What follows belongs to an exercise in optimizing a design on an open flow for small area; a production flow would make more cautious choices. Where RTL was checked, it was by simulation tests only, not by an equivalence proof against the original. Power is estimated from default activity; no workload was simulated.

==> job 3016: inputs <==
// project
module project(
	CLOCK_50,
	KEY,
	SW,
	plot,
	x,
	y,
	colour,
	HEX0,
	HEX1,
	HEX2
	);
Settings: LEC_CHECK=0, ABC_AREA=1, CAP_MARGIN=20, CORE_MARGIN=2, CORE_UTILIZATION=40, CTS_BUF_LIST=sky130_fd_sc_hd__clkbuf_8, SLEW_MARGIN=20; clock period 10.0 ns.
standard.sh (not shown) runs the stock make flow with config.mk's settings and CLKGATE_MAP_FILE= SYNTH_SCRIPT=/design/flow/synth_recipe.tcl, a recipe that flattens the netlist after the stock synthesis.
==> flow/flow/run.sh <==
#!/bin/bash
# The standard layout (standard.sh, unchanged synthesis and steps), with
# three options passed through the environment:
#  - port buffers use the smallest buffer cell instead of clkdlybuf4s50_1;
#  - clock tree synthesis inserts no dummy loads;
#  - after floorplanning, combinational cells are set to drive strength 1
#    (flow/downsize.tcl); later repair steps size up where needed.
set -e
export BUFFER_PORTS_ARGS="-buffer_cell sky130_fd_sc_hd__buf_1"
export CTS_ARGS="-sink_clustering_enable -repair_clock_nets -buf_list sky130_fd_sc_hd__clkbuf_8 -dont_use_dummy_load"
export POST_FLOORPLAN_TCL="$(pwd)/flow/downsize.tcl"
bash standard.sh > standard.log 2>&1
==> flow/flow/downsize.tcl <==
# POST_FLOORPLAN hook: swap the combinational cells that synthesis mapped
# at a higher drive strength to drive strength 1.  Registers, clock and
# port buffers are not touched; the placement and timing repair steps
# size cells up again where slew, capacitance or timing need it.
set db [ord::get_db]
set block [ord::get_db_block]
set n 0
foreach inst [$block getInsts] {
  set name [[$inst getMaster] getName]
  if {[regexp {^(sky130_fd_sc_hd__(?:inv|nand2|nand3|nand4|nor2|nor3|nor4|and2|and3|and4|or2|or3|or4|a21oi|a31oi|o21ai|o21bai|a21o|o21a|a22oi|o22ai|a211oi|o211ai|xor2|xnor2|a2bb2oi|o2bb2ai|a221oi|o221ai|a32oi|o32ai|a41oi|o41ai|a311oi|o311ai|a2111oi|o2111ai|nand2b|nor2b|and2b|or2b)_)([0-9]+)$} $name -> base drv]} {
    if {$drv > 1} {
      set m [$db findMaster "${base}1"]
      if {$m != "NULL"} {
        $inst swapMaster $m
        incr n
      }
    }
  }
}
puts "downsize: swapped $n cells to drive strength 1"
==> job 7049 (differences from job 3016) <==
--- a/flow/design.v
+++ b/flow/design.v
@@ -144,78 +144,68 @@
 		{S_END, 4'd11}: begin pbx = 8'd104; pby = 7'd40; pul = 8'd3; pud = 8'd3; pvd = 7'd40; pcol = 3'b011; end
 		{S_END, 4'd12}: pwait = 1'b1;
 		default: ;
 		endcase
 	end
 	wire newxy = active && (ph == 4'd2);
-	wire ispic = (st == S_ENT) || (st == S_BG) || (st == S_CRU) || (st == S_END);
-	wire pdone = (u == pud) && (v == pvd);
-	wire clrend = (ph == 4'd1) && (u == 8'd160) && (v == 7'd120);
-	reg clr_uv;
-	reg [7:0] ulim;
-	always @(*) begin
-		ulim = 8'd255;
-		clr_uv = 1'b0;
-		if (st == S_CLR) begin
-			ulim = 8'd160;
-			clr_uv = clrend || (ph == 4'd2);
-		end else if (ispic) begin
-			ulim = pul;
-			clr_uv = (ph == 4'd0) || pwait || pdone;
-		end else if (st == S_HUM) begin
-			clr_uv = (u == 8'd17);
-		end else begin
-			clr_uv = !active || (ph == 4'd0) || newxy || ((ph == 4'd3) && draw_done);
-		end
-	end
-	always @(posedge clk) begin
-		if (!rn) begin
-			u <= 8'd0; v <= 7'd0;
-		end else if (clr_uv) begin
-			u <= {7'd0, newxy && !ismoto}; v <= 7'd0;
-		end else if (u == ulim) begin
-			u <= 8'd0; v <= v + 1'b1;
-		end else u <= u + 1'b1;
-	end
 	always @(posedge clk) begin
 		if (!rn) begin
-			st <= S_CLR; ph <= 4'd0;
+			st <= S_CLR; ph <= 4'd0; u <= 8'd0; v <= 7'd0;
 			fr1 <= 1'b1; frL <= 1'b1; fe10 <= 1'b0;
 		end else begin
 			case (st)
 			S_CLR: begin
-				if (ph == 4'd0) ph <= 4'd1;
-				else if (clrend) ph <= 4'd2;
-				else if (ph == 4'd2) begin st <= S_ENT; ph <= 4'd0; end
+				if (ph == 4'd0) begin
+					ph <= 4'd1; u <= u + 1'b1;
+				end else if (ph == 4'd1) begin
+					if (u == 8'd160) begin
+						u <= 8'd0;
+						if (v == 7'd120) begin v <= 7'd0; ph <= 4'd2; end
+						else v <= v + 1'b1;
+					end else u <= u + 1'b1;
+				end else begin
+					st <= S_ENT; ph <= 4'd0; u <= 8'd0; v <= 7'd0;
+				end
 			end
 			S_ENT, S_BG, S_CRU, S_END: begin
 				if (ph == 4'd0) begin
 					if (st == S_CRU && !crushed) st <= S_END;
 					else if (st == S_END && !endgame) st <= S_BG;
 					else ph <= 4'd1;
 				end else if (pwait) begin
 					if (st == S_ENT) begin st <= S_BG; ph <= 4'd0; end
 					else if (st == S_BG) begin st <= S_C1; ph <= 4'd0; end
-				end else if (pdone) ph <= ph + 1'b1;
+				end else if (u == pud && v == pvd) begin
+					ph <= ph + 1'b1; u <= 8'd0; v <= 7'd0;
+				end else if (u == pul) begin
+					u <= 8'd0; v <= v + 1'b1;
+				end else u <= u + 1'b1;
 			end
 			S_HUM: begin
-				if (u == 8'd17) st <= S_CRU;
+				if (u == 8'd17) begin st <= S_CRU; u <= 8'd0; end
+				else u <= u + 1'b1;
 			end
 			default: begin  
 				if (!active) st <= st + 1'b1;
 				else case (ph)
 				4'd0: ph <= 4'd1;
-				4'd1: if (erase_done) ph <= 4'd2;
-				4'd2: ph <= 4'd3;
+				4'd1: begin
+					if (erase_done) ph <= 4'd2;
+					{v[4:0], u} <= R + 1'b1;
+				end
+				4'd2: begin
+					ph <= 4'd3;
+					u <= ismoto ? 8'd0 : 8'd1; v <= 7'd0;
+				end
 				default: begin
 					if (draw_done) begin
-						st <= st + 1'b1; ph <= 4'd0;
+						st <= st + 1'b1; ph <= 4'd0; u <= 8'd0; v <= 7'd0;
 						if (st == S_C8) fr1 <= 1'b0;
 						if (st == S_C12) frL <= 1'b0;
 						if (st == S_C10) fe10 <= frL;
-					end
+					end else {v[4:0], u} <= R + 1'b1;
 				end
 				endcase
 			end
 			endcase
 		end
 	end
@@ -252,17 +242,18 @@
 	end
 	always @(posedge clk) begin
 		if (iscar && ph == 4'd0) cxr <= pmux;
 		else if (newxy) cxr <= nx;
 	end
 	always @(posedge clk) begin
-		if (st == S_HUM && u >= 8'd1 && u <= 8'd8) hcol <= 3'b000;
+		if (!rn) hcol <= 3'b000;
+		else if (st == S_HUM && u >= 8'd1 && u <= 8'd8) hcol <= 3'b000;
 		else hcol <= SW[6:4];
 	end
 	reg [4:0] sc;           
-	reg pv, pdv;            
+	reg pv, pr, pdv, pd;    
 	reg [2:0] hf;           
 	reg phit;
 	reg [3:0] cidx;
 	always @(*) begin
 		case (st)
 		S_C1: cidx = 4'd0;
@@ -345,40 +336,42 @@
 	wire eqw = !sneg && (g2 ? (sdl == 8'd16) : (sdl == 8'd8));
 	wire eqm3 = (sd == 9'h1FD);
 	wire sf1 = srl && eqw;
 	wire sf0 = srl && eqm3;
 	wire sdt = sdtop && in0;
 	wire sdb = sdbot && in0;
-	wire rf_in = (sk == 4'd9) ? 1'b0 : pv;
-	wire df_in = (sk == 4'd9) ? 1'b0 : pdv;
-	wire fr = sf1 || sf0;
-	wire fd = sdt || sdb;
-	wire last_step = (sk == 4'd0);
-	wire wr_r = !rf_in && (fr || (last_step && ((sx <= 8'd26) || (sx >= 8'd130))));
-	wire val_r = fr ? sf1 : (sx <= 8'd26);
-	wire wr_d = !df_in && (fd || (last_step && ((sy == 7'd24) || (sy == 7'd103))));
-	wire val_d = fd ? sdb : (sy == 7'd24);
+	wire first_step = (sk == 4'd0);
+	wire pv0  = first_step ? ((sx <= 8'd26) || (sx >= 8'd130)) : pv;
+	wire pr0  = first_step ? (sx <= 8'd26) : pr;
+	wire pdv0 = first_step ? ((sy == 7'd24) || (sy == 7'd103)) : pdv;
+	wire pd0  = first_step ? (sy == 7'd24) : pd;
+	wire pv1  = pv0 || sf1 || sf0;
+	wire pr1  = sf1 ? 1'b1 : sf0 ? 1'b0 : pr0;
+	wire pdv1 = pdv0 || sdt || sdb;
+	wire pd1  = sdt ? 1'b0 : sdb ? 1'b1 : pd0;
 	wire scan_on = (sc != 5'd31) && !crstep;
 	always @(posedge clk) begin
 		if (!rn) begin
 			sc <= 5'd31;
 			right <= 1'b1; down <= 1'b1; right1 <= 1'b1; down1 <= 1'b1;
 		end else if (newxy) begin
 			sc <= 5'd10;
 		end else if (crstep) begin
-			sc <= 5'd9;
+			sc <= 5'd0;
 		end else if (scan_on) begin
-			pv <= rf_in || fr; pdv <= df_in || fd;
-			if (wr_r) begin
-				if (sm) right1 <= val_r; else right <= val_r;
-			end
-			if (wr_d) begin
-				if (sm) down1 <= val_d; else down <= val_d;
-			end
-			if (last_step) sc <= sm ? 5'd31 : 5'd25;
-			else sc <= sc - 1'b1;
+			pv <= pv1; pr <= pr1; pdv <= pdv1; pd <= pd1;
+			if (sk == 4'd9) begin
+				sc <= sm ? 5'd31 : 5'd16;
+				if (sm) begin
+					if (pv1) right1 <= pr1;
+					if (pdv1) down1 <= pd1;
+				end else begin
+					if (pv1) right <= pr1;
+					if (pdv1) down <= pd1;
+				end
+			end else sc <= sc + 1'b1;
 		end
 	end
 	wire hvalid = slw && gok;
 	wire [2:0] hf1 = (u == 8'd0 ? 3'b000 : hf) | {3{hvalid}} & {inp, in0, inm};
 	wire nlane = (nhy >= 7'd27 && nhy <= 7'd31) || (nhy >= 7'd45 && nhy <= 7'd49) ||
 	             (nhy >= 7'd60 && nhy <= 7'd64) || (nhy >= 7'd75 && nhy <= 7'd79) ||
@@ -399,13 +392,13 @@
 	wire [7:0] hx1 = hx + 1'b1;
 	wire m9y  = (hy == y9)  || (hy1 == y9);
 	wire m10y = (hy == y10) || (hy1 == y10);
 	wire hit9  = (hx == x9)  || (hx1 == x9);
 	wire hit10 = (hx == x10) || (hx1 == x10);
 	wire mhit = level_up && !L11 && !L12 && (m9y ? hit9 : (m10y && hit10));
-	wire egame = level_up && !m9y && !m10y && (hx == 8'd133) && (hy == 7'd21);
+	wire egame = level_up && !L11 && !L12 && !m9y && !m10y && (hx == 8'd133) && (hy == 7'd21);
 	always@(posedge clk)
 	begin
 		if(!rn)
 			level_up<= 1'b0;
 		else if((hx == 8'd133) && (hy == 7'd102))
 			level_up <= 1'b1;
==> flow/run.sh (new file) <==
#!/bin/bash
# synth_recipe.tcl (not shown) runs the flow's synth.tcl, then flattens the netlist and writes it again
# the make line also repeats each setting of config.mk as NAME=value (left out here)
make -C /OpenROAD-flow-scripts/flow DESIGN_CONFIG=/design/flow/config.mk WORK_HOME=/design/flow/orfs CLKGATE_MAP_FILE= SYNTH_SCRIPT=/design/flow/synth_recipe.tcl finish
- CTS_BUF_LIST: sky130_fd_sc_hd__clkbuf_8 -> sky130_fd_sc_hd__clkbuf_16
- CTS_CLUSTER_DIAMETER: not set -> 200
- CTS_CLUSTER_SIZE: not set -> 60
removed: flow/flow/run.sh
removed: flow/flow/downsize.tcl
removed: flow/standard.sh
==> job 3114 (differences from job 3016) <==
--- a/flow/design.v
+++ b/flow/design.v
@@ -252,17 +252,18 @@
 	end
 	always @(posedge clk) begin
 		if (iscar && ph == 4'd0) cxr <= pmux;
 		else if (newxy) cxr <= nx;
 	end
 	always @(posedge clk) begin
-		if (st == S_HUM && u >= 8'd1 && u <= 8'd8) hcol <= 3'b000;
+		if (!rn) hcol <= 3'b000;
+		else if (st == S_HUM && u >= 8'd1 && u <= 8'd8) hcol <= 3'b000;
 		else hcol <= SW[6:4];
 	end
 	reg [4:0] sc;           
-	reg pv, pdv;            
+	reg pv, pr, pdv, pd;    
 	reg [2:0] hf;           
 	reg phit;
 	reg [3:0] cidx;
 	always @(*) begin
 		case (st)
 		S_C1: cidx = 4'd0;
@@ -345,40 +346,42 @@
 	wire eqw = !sneg && (g2 ? (sdl == 8'd16) : (sdl == 8'd8));
 	wire eqm3 = (sd == 9'h1FD);
 	wire sf1 = srl && eqw;
 	wire sf0 = srl && eqm3;
 	wire sdt = sdtop && in0;
 	wire sdb = sdbot && in0;
-	wire rf_in = (sk == 4'd9) ? 1'b0 : pv;
-	wire df_in = (sk == 4'd9) ? 1'b0 : pdv;
-	wire fr = sf1 || sf0;
-	wire fd = sdt || sdb;
-	wire last_step = (sk == 4'd0);
-	wire wr_r = !rf_in && (fr || (last_step && ((sx <= 8'd26) || (sx >= 8'd130))));
-	wire val_r = fr ? sf1 : (sx <= 8'd26);
-	wire wr_d = !df_in && (fd || (last_step && ((sy == 7'd24) || (sy == 7'd103))));
-	wire val_d = fd ? sdb : (sy == 7'd24);
+	wire first_step = (sk == 4'd0);
+	wire pv0  = first_step ? ((sx <= 8'd26) || (sx >= 8'd130)) : pv;
+	wire pr0  = first_step ? (sx <= 8'd26) : pr;
+	wire pdv0 = first_step ? ((sy == 7'd24) || (sy == 7'd103)) : pdv;
+	wire pd0  = first_step ? (sy == 7'd24) : pd;
+	wire pv1  = pv0 || sf1 || sf0;
+	wire pr1  = sf1 ? 1'b1 : sf0 ? 1'b0 : pr0;
+	wire pdv1 = pdv0 || sdt || sdb;
+	wire pd1  = sdt ? 1'b0 : sdb ? 1'b1 : pd0;
 	wire scan_on = (sc != 5'd31) && !crstep;
 	always @(posedge clk) begin
 		if (!rn) begin
 			sc <= 5'd31;
 			right <= 1'b1; down <= 1'b1; right1 <= 1'b1; down1 <= 1'b1;
 		end else if (newxy) begin
 			sc <= 5'd10;
 		end else if (crstep) begin
-			sc <= 5'd9;
+			sc <= 5'd0;
 		end else if (scan_on) begin
-			pv <= rf_in || fr; pdv <= df_in || fd;
-			if (wr_r) begin
-				if (sm) right1 <= val_r; else right <= val_r;
-			end
-			if (wr_d) begin
-				if (sm) down1 <= val_d; else down <= val_d;
-			end
-			if (last_step) sc <= sm ? 5'd31 : 5'd25;
-			else sc <= sc - 1'b1;
+			pv <= pv1; pr <= pr1; pdv <= pdv1; pd <= pd1;
+			if (sk == 4'd9) begin
+				sc <= sm ? 5'd31 : 5'd16;
+				if (sm) begin
+					if (pv1) right1 <= pr1;
+					if (pdv1) down1 <= pd1;
+				end else begin
+					if (pv1) right <= pr1;
+					if (pdv1) down <= pd1;
+				end
+			end else sc <= sc + 1'b1;
 		end
 	end
 	wire hvalid = slw && gok;
 	wire [2:0] hf1 = (u == 8'd0 ? 3'b000 : hf) | {3{hvalid}} & {inp, in0, inm};
 	wire nlane = (nhy >= 7'd27 && nhy <= 7'd31) || (nhy >= 7'd45 && nhy <= 7'd49) ||
 	             (nhy >= 7'd60 && nhy <= 7'd64) || (nhy >= 7'd75 && nhy <= 7'd79) ||
@@ -399,13 +402,13 @@
 	wire [7:0] hx1 = hx + 1'b1;
 	wire m9y  = (hy == y9)  || (hy1 == y9);
 	wire m10y = (hy == y10) || (hy1 == y10);
 	wire hit9  = (hx == x9)  || (hx1 == x9);
 	wire hit10 = (hx == x10) || (hx1 == x10);
 	wire mhit = level_up && !L11 && !L12 && (m9y ? hit9 : (m10y && hit10));
-	wire egame = level_up && !m9y && !m10y && (hx == 8'd133) && (hy == 7'd21);
+	wire egame = level_up && !L11 && !L12 && !m9y && !m10y && (hx == 8'd133) && (hy == 7'd21);
 	always@(posedge clk)
 	begin
 		if(!rn)
 			level_up<= 1'b0;
 		else if((hx == 8'd133) && (hy == 7'd102))
 			level_up <= 1'b1;
==> flow/flow/run.sh (replaced) <==
#!/bin/bash
# The standard layout (standard.sh, unchanged synthesis and steps), with two
# options passed through the environment:
#  - port buffers use the smallest buffer cell instead of clkdlybuf4s50_1;
#  - clock tree synthesis inserts no dummy loads.
set -e
export BUFFER_PORTS_ARGS="-buffer_cell sky130_fd_sc_hd__buf_1"
export CTS_ARGS="-sink_clustering_enable -repair_clock_nets -buf_list sky130_fd_sc_hd__clkbuf_8 -dont_use_dummy_load"
bash standard.sh > standard.log 2>&1
removed: flow/flow/downsize.tcl
==> run summary <==
The lowest total power belongs to job 3016, the highest to job 7049.
In job 3016 the flip-flop and latch count is lower than in job 7049, by 2.
Against job 3016, the wire length of job 7049 is larger by 2.9%.
Sequential share of layout area, highest first: job 3114, job 3016, job 7049.
Clock skew: job 3114 is higher than job 3016 (0.0015 ns).
Sequential power: job 3016 < job 3114 < job 7049.
Synthesized area: job 3114 is lower than job 7049 (1.4%).
Die area: job 3114 < job 3016 < job 7049.
The highest clock power belongs to job 7049, the lowest to job 3114.
For job 3016, only the layout was checked, not whether the RTL still works.

-- port drivers added, routing unchanged --
The flow's constraints put no driver on any port. The routed layouts listed below were extracted and timed again, unchanged, in two steps.
Step 1 (the two cells are an assumption about what drives the block):
set clk [get_ports {CLOCK_50}]
set_driving_cell -lib_cell sky130_fd_sc_hd__clkbuf_16 $clk
set_driving_cell -lib_cell sky130_fd_sc_hd__buf_2 [delete_from_list [all_inputs] $clk]
Step 2 also shifts input and output timing later by t, the mid clock arrival at the registers, as if the neighbouring blocks saw the same clock.
Three values: ideal, step 1, step 2; two values: the first two.
run | shift t [ns] | setup slack, ns | hold slack, ns | clock arrival spread, ns | worst register clock-pin slew, ns
job 3016 | 0.559 | 1.603 / 1.603 / 1.603 | 0.454 / 0.454 / 0.454 | 0.038 / 0.039 | 0.10 / 0.10
job 7049 | 0.522 | 1.812 / 1.760 / 1.812 | 0.464 / 0.464 / 0.464 | 0.013 / 0.013 | 0.08 / 0.08
job 3114 | 0.544 | 1.657 / 1.657 / 1.657 | 0.464 / 0.464 / 0.464 | 0.040 / 0.041 | 0.11 / 0.11
After both steps every run listed still meets setup and hold.
